From an optimization exercise on the open Yosys and OpenROAD flow, aimed at small area; shortcuts taken in it are not production practice. The RTL was checked by simulation tests, not by an equivalence proof against the original design. No activity file was given, so power comes from the tool's default toggle rates.

[constraint.sdc]
create_clock -name core_clock -period 10.0 [get_ports {i_clk}]
set_input_delay 2.0000 -clock core_clock [delete_from_list [all_inputs] [get_ports {i_clk}]]
set_output_delay 2.0000 -clock core_clock [all_outputs]
set_load 0.01 [all_outputs]
[flow/eqv.sh]
#!/bin/bash
# eqv.sh GOLD.v GATE.v LIB : prove two mapped netlists with the same flip-flops equivalent
yosys -p "
read_liberty -ignore_miss_func $3
read_verilog $1
rename Clock gold
read_verilog $2
rename Clock gate
flatten
rename -hide gold/w:_* gate/w:_* gold/w:*.* gate/w:*.*
hierarchy -check
equiv_make gold gate eq
hierarchy -top eq
async2sync
equiv_simple -seq 2
equiv_induct
equiv_status -assert
"
[design.v]
module Clock(
    input i_clk,
    input i_rst_n,
    input i_en,
    output [6:0] o_seg0,
    output [6:0] o_seg1,
    output [6:0] o_seg2,
    output [6:0] o_seg3,
    output [6:0] o_seg4,
    output [6:0] o_seg5
    );
reg [4:0] s;
reg a, d;
reg [3:0] xu, xt, su, mu, hu, ht;
reg [2:0] st, mt;
function [6:0] segu;
    input [3:0] v;
    begin
        segu[0] = (v[3] & ~v[2]);
        segu[1] = (~v[3] & v[2]) | (v[3] & ~v[2] & v[0]);
        segu[2] = (~v[1] & v[0]);
        segu[3] = ~((v[2] & ~v[1]) | ~v[3]);
        segu[4] = v[1] | (v[3] & ~v[2]);
        segu[5] = ~((~v[1] & ~v[0]) | (~v[3] & v[1] & v[0]));
        segu[6] = (~v[3] & ~v[2] & ~v[1] & ~v[0]) | (v[3] & v[1]) | (v[3] & v[0]);
    end
endfunction
function [6:0] segt;
    input [3:0] v;
    begin
        segt[0] = (~v[3] & v[0]);
        segt[1] = ~((v[3] & v[2]) | (~v[3] & ~v[1]) | (~v[2] & v[1] & ~v[0]));
        segt[2] = (~v[3] & ~v[2] & v[1]);
        segt[3] = v[0];
        segt[4] = ~((~v[2] & ~v[0]));
        segt[5] = (~v[3] & ~v[2] & v[1]) | (v[2] & ~v[1]);
        segt[6] = (v[2] & v[0]) | (~v[3] & ~v[2] & ~v[1] & ~v[0]) | (v[1] & v[0]);
    end
endfunction
function [6:0] segt6;
    input [2:0] v;
    begin
        segt6[0] = v[0];
        segt6[1] = (v[2] & v[1]);
        segt6[2] = ~((v[2] & ~v[0]) | ~v[1]);
        segt6[3] = v[0];
        segt6[4] = ~((~v[2] & ~v[0]));
        segt6[5] = ~((~v[2] & ~v[1]) | (v[2] & v[1] & ~v[0]));
        segt6[6] = (v[2] & v[0]) | (~v[2] & ~v[1] & ~v[0]);
    end
endfunction
function [3:0] togu;
    input [3:0] v;
    begin
        togu[0] = ~((~v[3] & ~v[2] & ~v[0]));
        togu[1] = ~(1'b0);
        togu[2] = (v[3] & ~v[1]);
        togu[3] = ~v[0];
    end
endfunction
function [3:0] togt;
    input [3:0] v;
    begin
        togt[0] = ~v[1];
        togt[1] = ~((v[3] & ~v[2]) | (~v[1] & ~v[0]));
        togt[2] = ~(1'b0);
        togt[3] = (v[2] & v[1]);
    end
endfunction
function [2:0] togt6;
    input [2:0] v;
    begin
        togt6[0] = ~v[1];
        togt6[1] = ~((~v[1] & ~v[0]));
        togt6[2] = ~(1'b0);
    end
endfunction
function u9;
    input [3:0] v;
    u9 = (~v[2] & v[1] & v[0]);
endfunction
function t9;
    input [3:0] v;
    t9 = (v[3] & v[2] & v[1]);
endfunction
function t5;
    input [2:0] v;
    t5 = (v[2] & v[1]);
endfunction
wire p9   = ~s[3] & s[2] & s[1] & ~s[0];
wire p1112 = s[3] & ~s[2] & ~s[1];
wire p12  = p1112 & s[0];
wire blank = s[4] & s[3];
wire wrap = s[4] & ~s[3] & s[1] & s[0];
wire cx = u9(xu);
wire cxt = cx & t9(xt);
wire cs = cxt & u9(su);
wire cst = cs & t5(st);
wire cm = cst & u9(mu);
wire cmt = cm & t5(mt);
wire ch = cmt & u9(hu);
always @(posedge i_clk or negedge i_rst_n) begin
    if (!i_rst_n)
        s <= 5'd29;
    else if (wrap)
        s <= 5'd0;
    else
        s <= s + 5'd1;
end
always @(posedge i_clk) begin
    if (p9)
        a <= i_en;
end
always @(posedge i_clk or negedge i_rst_n) begin
    if (!i_rst_n)
        d <= 1'b0;
    else if (p12)
        d <= a;
end
wire step = p12 & d;
always @(posedge i_clk or negedge i_rst_n) begin
    if (!i_rst_n) begin
        xu <= 0; xt <= 0; su <= 0; st <= 0; mu <= 0; mt <= 0; hu <= 0; ht <= 0;
    end else begin
        xu <= xu ^ ({4{step}} & togu(xu));
        xt <= xt ^ ({4{step & cx}} & togt(xt));
        su <= su ^ ({4{step & cxt}} & togu(su));
        st <= st ^ ({3{step & cs}} & togt6(st));
        mu <= mu ^ ({4{step & cst}} & togu(mu));
        mt <= mt ^ ({3{step & cm}} & togt6(mt));
        hu <= hu ^ ({4{step & cmt}} & togu(hu));
        ht <= ht ^ ({4{step & ch}} & togt(ht));
    end
end
wire hnz = (hu != 4'd0) | (ht != 4'd0);
wire h99 = u9(hu) & t9(ht);
wire hm = hnz ^ (p1112 & d & cmt & (h99 | ~hnz));
assign o_seg0 = segu((hm ? su : xu) | {blank, 1'b0, 1'b0, blank});
assign o_seg1 = segt((hm ? {1'b0, st} : xt) | {1'b0, 1'b0, blank, blank});
assign o_seg2 = segu((hm ? mu : su) | {blank, 1'b0, 1'b0, blank});
assign o_seg3 = segt6((hm ? mt : st) | {blank, blank, blank});
assign o_seg4 = segu((hm ? hu : mu) | {blank, 1'b0, 1'b0, blank});
assign o_seg5 = segt((hm ? ht : {1'b0, mt}) | {1'b0, 1'b0, blank, blank});
endmodule
[config.mk]
export PLATFORM = sky130hd
export DESIGN_NAME = Clock
export DESIGN_NICKNAME = Clock
export VERILOG_FILES = /design/flow/design.v
export SDC_FILE = /design/flow/constraint.sdc
export NUM_CORES = 4
export LEC_CHECK = 0
export ABC_AREA = 1
export CAP_MARGIN = 20
export CORE_MARGIN = 2
export CORE_UTILIZATION = 40
export SLEW_MARGIN = 20
[flow/s3.abc]
strash
&get -n
&deepsyn -T 120 -S 3
&put
dch -f
map -a
mfs2
strash
dch -f
amap
topo
[flow/resyn.sh]
#!/bin/bash
# resyn.sh IN.v OUT.v ABCSCRIPT : re-map the combinational logic of a mapped netlist with ABC,
# keeping every flip-flop instance (name, cell type, connections) as it is.
IN=$1; OUT=$2; SCR=$3
LIB=$4
DU="-dont_use sky130_fd_sc_hd__probe* -dont_use sky130_fd_sc_hd__lpflow_* -dont_use sky130_fd_sc_hd__ha_* -dont_use sky130_fd_sc_hd__fa_*"
yosys -l ${OUT%.v}.log -p "
read_liberty -ignore_miss_func $LIB
blackbox =sky130_fd_sc_hd__df* =sky130_fd_sc_hd__edf* =sky130_fd_sc_hd__sdf* =sky130_fd_sc_hd__dl* =sky130_fd_sc_hd__sedf*
read_verilog $IN
hierarchy -top Clock
flatten
rename -hide w:*.*
opt_clean -purge
abc -liberty $LIB $DU -script $SCR
opt_clean -purge
hilomap -singleton -hicell sky130_fd_sc_hd__conb_1 HI -locell sky130_fd_sc_hd__conb_1 LO
insbuf -buf sky130_fd_sc_hd__buf_4 A X
splitnets
opt_clean -purge
hierarchy -top Clock
tee -o ${OUT%.v}.stat stat -liberty $LIB
write_verilog -noattr -nohex -nodec $OUT
" > /dev/null 2>&1
[flow/s1.abc]
strash
&get -n
&deepsyn -T 120 -S 1
&put
dch -f
map -a
mfs2
strash
dch -f
amap
topo
[standard.sh]
#!/bin/bash
# synth_recipe.tcl (not shown) runs the flow's synth.tcl, then flattens the netlist and writes it again
# the make line also repeats each setting of config.mk as NAME=value (left out here)
make -C /OpenROAD-flow-scripts/flow DESIGN_CONFIG=/design/flow/config.mk WORK_HOME=/design/flow/orfs CLKGATE_MAP_FILE= SYNTH_SCRIPT=/design/flow/synth_recipe.tcl "${@:-finish}"
[flow/s4.abc]
strash
&get -n
&deepsyn -T 120 -S 4
&put
dch -f
map -a
mfs2
strash
dch -f
amap
topo
[flow/s6.abc]
strash
dch -f
amap
topo
[flow/s5.abc]
strash
dc2
dch -f
amap
mfs2
strash
dch -f
amap
topo
[flow/run.sh]
#!/bin/bash
# Own layout flow: the standard synthesis, then the combinational logic re-mapped for area
# with ABC (flip-flops kept as the standard synthesis made them, checked equivalent with Yosys),
# then the standard layout from floorplan on, with minimum-size port buffers and a clock
# tree without dummy loads.
set -uo pipefail
cd "$(dirname "$0")/.."
W=$PWD
F=$W/flow
R=$W/orfs/results/$FLOW_PLATFORM/Clock/base
LIB=$FLOW_HOME/platforms/sky130hd/lib/sky130_fd_sc_hd__tt_025C_1v80.lib
mkdir -p $W/resyn

bash standard.sh $R/1_2_yosys.v > $W/std_synth.log 2>&1 || exit 1
cp $R/1_2_yosys.v $W/resyn/std.v

best=$W/resyn/std.v
best_area=$(yosys -p "read_liberty -lib $LIB; read_verilog $W/resyn/std.v; hierarchy -top Clock; tee -o $W/resyn/std.stat stat -liberty $LIB" > $W/resyn/std.log 2>&1; awk '/Chip area/{print $NF}' $W/resyn/std.stat)
echo "standard synthesis: $best_area" > $W/resyn/summary.txt
# every script in parallel, NUM_CORES at a time
for s in $F/s*.abc; do
  n=$(basename $s .abc)
  while [ $(jobs -r | wc -l) -ge ${NUM_CORES:-4} ]; do sleep 1; done
  bash $F/resyn.sh $W/resyn/std.v $W/resyn/$n.v $s $LIB &
done
wait
# smallest first; take the first that is fully mapped and proven equivalent
for n in $(for s in $F/s*.abc; do n=$(basename $s .abc); [ -f $W/resyn/$n.stat ] && echo "$(awk '/Chip area/{print $NF}' $W/resyn/$n.stat) $n"; done | sort -g | awk '{print $2}'); do
  out=$W/resyn/$n.v
  a=$(awk '/Chip area/{print $NF}' $W/resyn/$n.stat)
  if grep -qE '^ *assign .*(>>|&|\||\^|~|\?)' $out; then echo "$n: $a not mapped" >> $W/resyn/summary.txt; continue; fi
  if awk "BEGIN{exit !($a < $best_area)}" && bash $F/eqv.sh $W/resyn/std.v $out $LIB > $W/resyn/$n.eqv.log 2>&1; then
    echo "$n: $a equivalent" >> $W/resyn/summary.txt
    best=$out; best_area=$a
    break
  else
    echo "$n: $a not taken" >> $W/resyn/summary.txt
  fi
done
echo "chosen: $best ($best_area)" >> $W/resyn/summary.txt
if [ "$best" != "$W/resyn/std.v" ]; then
  cp $best $R/1_2_yosys.v
  touch $R/1_2_yosys.v
fi

bash standard.sh finish \
  "BUFFER_PORTS_ARGS=-buffer_cell sky130_fd_sc_hd__buf_1" \
  "CTS_ARGS=-buf_list sky130_fd_sc_hd__clkbuf_4 -root_buf sky130_fd_sc_hd__clkbuf_4 -sink_clustering_enable -repair_clock_nets -dont_use_dummy_load" \
  > $W/std_layout.log 2>&1 || exit 1
test -f $W/out/final.def
[flow/s2.abc]
strash
&get -n
&deepsyn -T 120 -S 2
&put
dch -f
map -a
mfs2
strash
dch -f
amap
topo
==> results of run 1 <==
routing by layer:
layer | vias up | share of wire (%) | track usage [%]
met1 | 874 | 49 | 25.08
met3 | 7 | 6.7 | 4.028
li1 | 1068 | - | -
met4 | 0 | 1.3 | 5.636
met5 | - | 0 | 0
met2 | 74 | 43 | 28.94
final cells by class:
cell class | count | area [um2]
tap | 70 | 87.58
sequential | 37 | 935.9
fill | 520 | 2690
multi-input combinational | 185 | 929.6
clock buffer | 5 | 37.54
timing repair buffer | 46 | 176.4
inverter | 58 | 217.7
per-stage QoR:
| stage | utilization [%] | worst slack [ns] |
|---|---|---|
| finish | 46.99 | 3.983 |
| global route | 46.99 | 3.693 |
| CTS | 46.79 | 3.497 |
| detailed placement | 46.06 | 3.892 |
| global placement | 46.06 | 4.156 |
| floorplan | - | 4.587 |
state kept, by name, indices dropped and copies added, names as in the netlist, 3 cells and up:
| name | count |
|---|---|
| mu | 4 |
| xt | 4 |
| st | 3 |
| s | 5 |
| mt | 3 |
| xu | 4 |
| su | 4 |
| ht | 4 |
| hu | 4 |
power groups by stage:
| stage | Sequential (mW) | Combinational, mW | Clock, mW |
|---|---|---|---|
| after floorplan | 0.153 | 0.000000428 | 0 |
| after global placement | 0.153 | 0.00335 | 0 |
| after detailed placement | 0.153 | 0.00331 | 0 |
| after CTS | 0.150 | 0.00332 | 0.0718 |
| after global routing | 0.150 | 0.00364 | 0.0779 |
| final | 0.150 | 0.00298 | 0.0693 |
path summary, 6_finish.rpt:
path | start | endpoint | slack [ns] | depth (start not counted)
worst max-delay path | s[3] | o_seg1[1] | 3.98 | 14
worst min-delay path | a | d | 0.50 | 1
worst max register to register | s[3] | ht[3] | 5.68 | 21
worst min register to register | a | d | 0.50 | 1
max in group asynchronous | i_rst_n | xu[3] | 7.67 | 1
min in group asynchronous | i_rst_n | xu[2] | 1.76 | 1
==> metrics.csv, run 1 <==
metric,value,unit
status,"complete, no violations",
total power,0.2224,mW
Syn Nets,284,
WS Path Type,reg -> out,
Worst Path Buf+Inv,5,
initial antenna violation count,0,
post-CTS setup buffers,0,
top achievable clock speed,0.1662,GHz
P_int,0.1739,mW
Max clock buf depth,2,
final setup violation count,0,
via count,2023,
clock latency on the worst-skew pair,0.35,ns
Sequential Power Share,67.5,%
Iter 0 DRT Violations,93,
Hold Slack,0.5036,ns
total grt overflow,0,
critical path data required time,8.00,ns
Detail Route Antenna Nets,0,
number of cell rows,26,
drt first pass iters,4,
Switching Fraction,21.81,%
"most common cell after layout, fill and taps aside",clkinv_1,
die area,5821,um2
crit-path cells,"clkinv_1, nor2_1, nand2_1, or3_1, o21ai_1, clkinv_1, o21ai_0, clkbuf_2, o22ai_1, clkinv_1, nand2_1, o21ai_0, o21a_1, buf_1",
Leakage Power,1.002,nW
H-tree depth,2,
vias in the first global route,1864,
Root Driver,clkbuf_4,
Clk network pwr share,31.1,%
YS warnings,1,
Setup TNS,0,ns
fin crit share,60.17,%
final number of hold-violating endpoints,0,
worst IR drop on VDD,0.06044,mV
placed cell areas,2337,um2
Die X,76.30,um
RSZ-0062 raised after global routing,no,
Critical Path End Type,output port,
CTS resizes,0,
Critical Path Fanout Max,10,
final slew viol count,0,
layout cell share with drive strength beyond 1,3.625,%
Die Y,76.30,um
clk sinks,37,
most frequent CP cell,clkinv_1,
CP max stage delay,0.60,ns
Slew HR,40.42,%
"CP delay by family, top",compound AO/OA/AOI/OAI gates,
Final HPWL DP,3.819,mm
design area,2385,um2
Tmin final,6.017,ns
Ports,45,
CP Launch Type,flop,
switching power,0.04852,mW
CTS tree,built,
Least-Margin Pin Slew,0.8937,ns
Port Buf Inserts,44,
Post-Synthesis Cell Area,2091,um2
crit path DAT,4.02,ns
clk_skew,0.02587,ns
GRT Total Usage,18.26,%
largest net degree at the start of global routing,37,
pwr dens,93.27,nW/um2
Starting Density,41.20,%
"Hold-fix buffers, CTS",0,
Area Overhead vs Synth,14.06,%
most frequent cells in the layout,"clkinv_1 (58), nor2_1 (51), buf_1 (43)",
gpl congestion,0.8363,
Non-Filler Instances,401,
Avg WL per Cell,12.55,um
clock-pin slew on the worst setup and hold paths,0.09,ns
HP Class,reg -> reg,
drt total wl,5.033,mm
DR vias/cell,5.045,
Cells after Synth,281,
total CTS buffers,5,
Avg Inst Size Synth,7.440,um2
CP max-delay cell,o21ai_1,
drc violations,0,
Core Area,5075,um2
Cells after DPL,394,
Layout Nets,336,
Comb power frac,1.3,%
antenna cells,0,
Max-Cap Viols,0,
global-route wire length before repair,8.590,mm
==> run 2: changes to the inputs <==
--- a/flow/run.sh
+++ b/flow/run.sh
@@ -45,6 +45,6 @@
 
 bash standard.sh finish \
   "BUFFER_PORTS_ARGS=-buffer_cell sky130_fd_sc_hd__buf_1" \
-  "CTS_ARGS=-buf_list sky130_fd_sc_hd__clkbuf_4 -root_buf sky130_fd_sc_hd__clkbuf_4 -sink_clustering_enable -repair_clock_nets -dont_use_dummy_load" \
+  "CTS_ARGS=-buf_list sky130_fd_sc_hd__clkbuf_8 -root_buf sky130_fd_sc_hd__clkbuf_8 -sink_clustering_enable -repair_clock_nets -dont_use_dummy_load" \
   > $W/std_layout.log 2>&1 || exit 1
 test -f $W/out/final.def
==> run 2 against run 1 <==
Still clean on timing, DRC and antenna. Sequential share of layout area down 0.51 points. Worst hold slack got worse by 0.0051 ns. Sequential power about the same. Cell count stayed put. Total power is 11% higher. Synthesized cell count unchanged. Worst setup slack improved by 0.11 ns. Via count fell by 0.44%. Largest power group unchanged. Highest routed layer unchanged.
==> metrics.csv, run 2 <==
metric,value,unit,change
Max clock buf depth,2,,unchanged
"most common cell after layout, fill and taps aside",clkinv_1,,unchanged
CP Launch Type,flop,,unchanged
launch point of the worst reg-to-reg path,s[3],,unchanged
Layout Nets,336,,unchanged
CTS tree,built,,unchanged
# fillers,522,,was 520
RSZ-0062 raised after global routing,no,,unchanged
Core Area,5075,um2,unchanged
layout cell share with drive strength beyond 1,3.625,%,unchanged
die area,5821,um2,unchanged
initial antenna violation count,0,,unchanged
total power,0.2461,mW,was 0.2224 mW
WS Path Type,reg -> out,,unchanged
Avg WL per Cell,12.47,um,was 12.55 um
number of cell rows,26,,unchanged
status,"complete, no violations",,unchanged
pwr dens,101.9,nW/um2,was 93.27 nW/um2
crit path DAT,3.91,ns,was 4.02 ns
via count,2014,,"was 2,023"
Ports,45,,unchanged
critical hold path startpoint,s[0],,was a
worst IR drop on VDD,0.06587,mV,was 0.06044 mV
Post-Synthesis Cell Area,2091,um2,unchanged
Setup TNS,0,ns,unchanged
Slew HR,39.39,%,was 40.42%
Critical Path Fanout Max,10,,unchanged
Detail Route Antenna Nets,0,,unchanged
design area,2416,um2,was 2385 um2
final number of hold-violating endpoints,0,,unchanged
vias in the first global route,1846,,"was 1,864"
CTS resizes,0,,unchanged
global-route wire length before repair,8.569,mm,was 8.590 mm
antenna cells,0,,unchanged
Tmin final,5.910,ns,was 6.017 ns
Largest register FFs,5,,unchanged
"Hold-fix buffers, CTS",0,,unchanged
post-CTS setup buffers,0,,unchanged
Syn Nets,284,,unchanged
post-layout util,47.61,%,was 46.99%
most frequent cells in the layout,"clkinv_1 (58), nor2_1 (51), buf_1 (43)",,unchanged
Port Buf Inserts,44,,unchanged
clock-pin slew on the worst setup and hold paths,0.06,ns,was 0.09 ns
Area Overhead vs Synth,15.56,%,was 14.06%
critical path data required time,8.00,ns,about the same
total CTS buffers,5,,unchanged
drt total wl,5.000,mm,was 5.033 mm
YS warnings,1,,unchanged
Least-Margin Pin Slew,0.9092,ns,was 0.8937 ns
fin crit share,59.10,%,was 60.17%
clk sinks,37,,unchanged
final setup violation count,0,,unchanged
drt first pass iters,4,,unchanged
Die Y,76.30,um,unchanged
final slew viol count,0,,unchanged
drc violations,0,,unchanged
Max-Cap Viols,0,,unchanged
gpl congestion,0.8363,,unchanged
Register Area,935.9,um2,unchanged
clock latency on the worst-skew pair,0.29,ns,was 0.35 ns
Multi-input gate area,929.6,um2,unchanged
Worst Setup SP,s[3],,unchanged
HP Class,reg -> reg,,unchanged
clk_skew,0.01328,ns,was 0.02587 ns
GRT Total Usage,18.34,%,was 18.26%
H-tree depth,2,,unchanged
placed cell areas,2337,um2,unchanged
Leakage Power,1.014,nW,was 1.002 nW
Starting Density,41.20,%,unchanged
Final HPWL DP,3.819,mm,unchanged
top achievable clock speed,0.1692,GHz,was 0.1662 GHz
Hold Slack,0.4985,ns,was 0.5036 ns
Iter 0 DRT Violations,107,,was 93
Cells after Synth,281,,unchanged
Root Driver,clkbuf_8,,was clkbuf_4
Critical Path End Type,output port,,unchanged
DR vias/cell,5.022,,was 5.045
total grt overflow,0,,unchanged
Biggest register,s,,unchanged
largest net degree at the start of global routing,37,,unchanged
Die X,76.30,um,unchanged
Avg Inst Size Synth,7.440,um2,unchanged
## run 2: critical path, cell delays in order (launching register included)
cell and delay (ns):
dfstp_2 0.55, clkinv_1 0.11, nor2_1 0.15, nand2_1 0.10, or3_1 0.40, o21ai_1 0.58
clkinv_1 0.44, o21ai_0 0.33, clkbuf_2 0.28, o22ai_1 0.11, clkinv_1 0.08, nand2_1 0.08
o21ai_0 0.10, o21a_1 0.16, buf_1 0.15
## run 2: path summary, 6_finish.rpt
kind,cells past startpoint,slack [ns],to
worst max-delay path,14,4.09,o_seg1[1]
worst min-delay path,1,0.50,s[0]
worst max register to register,21,5.65,ht[3]
worst min register to register,1,0.50,s[0]
max in group asynchronous,1,7.60,hu[0]
min in group asynchronous,1,1.83,xu[2]
## run 2: area by class of cell
cell class | count | share of cell area, %
inverters | 58 | 9.011
flip-flops and latches | 37 | 38.74
clock buffers | 5 | 2.848
repair buffers | 46 | 7.302
multi-input cells | 185 | 38.48
well taps | 70 | 3.625
## run 2: per-stage QoR
step	worst slack, ns	cells
final	4.090	401
after global routing	3.765	401
after CTS	3.563	399
after detailed placement	3.892	394
after global placement	4.156	394
after floorplan	4.587	281
## run 2: routing by layer
metal | routed length (um) | share of wire [%] | vias to the layer above | track usage, %
li1 | - | - | 1066 | -
met1 | 2464 | 49 | 876 | 25.31
met2 | 2140 | 43 | 61 | 28.94
met3 | 286 | 5.7 | 11 | 4.265
met5 | 0 | 0 | - | 0
met4 | 108 | 2.2 | 0 | 5.273
## run 2: report_power, final
group	switching [mW]	total, mW	internal, mW
Clock	0.0479	0.0928	0.0449
Sequential	0	0.150	0.150
Combinational	0.00280	0.00302	0.000215

-- static timing again, ports no longer ideal --
The results above use ideal ports. As a check the final layouts listed here were re-extracted and re-timed, cells and wires unchanged. Step 1 (the two cells are an assumption about what drives the block):
set clk [get_ports {i_clk}]
set_driving_cell -lib_cell sky130_fd_sc_hd__clkbuf_16 $clk
set_driving_cell -lib_cell sky130_fd_sc_hd__buf_2 [delete_from_list [all_inputs] $clk]
Step 2 adds t to the input delays and takes it off the output delays; t is the mean of the earliest and latest rising clock arrival at the registers after step 1. Input paths then give back, and output paths get back, about the clock's delay inside the block. a / b / c = ideal ports / drivers / drivers and shift; a / b = the first two.
run	t (ns)	setup slack, ns	hold slack, ns	cell pins on the clock port's net
run 1	0.366	3.983 / 3.958 / 4.324	0.504 / 0.504 / 0.504	1
run 2	0.310	4.090 / 4.062 / 4.373	0.498 / 0.498 / 0.498	1
After both steps every run listed still meets setup and hold.
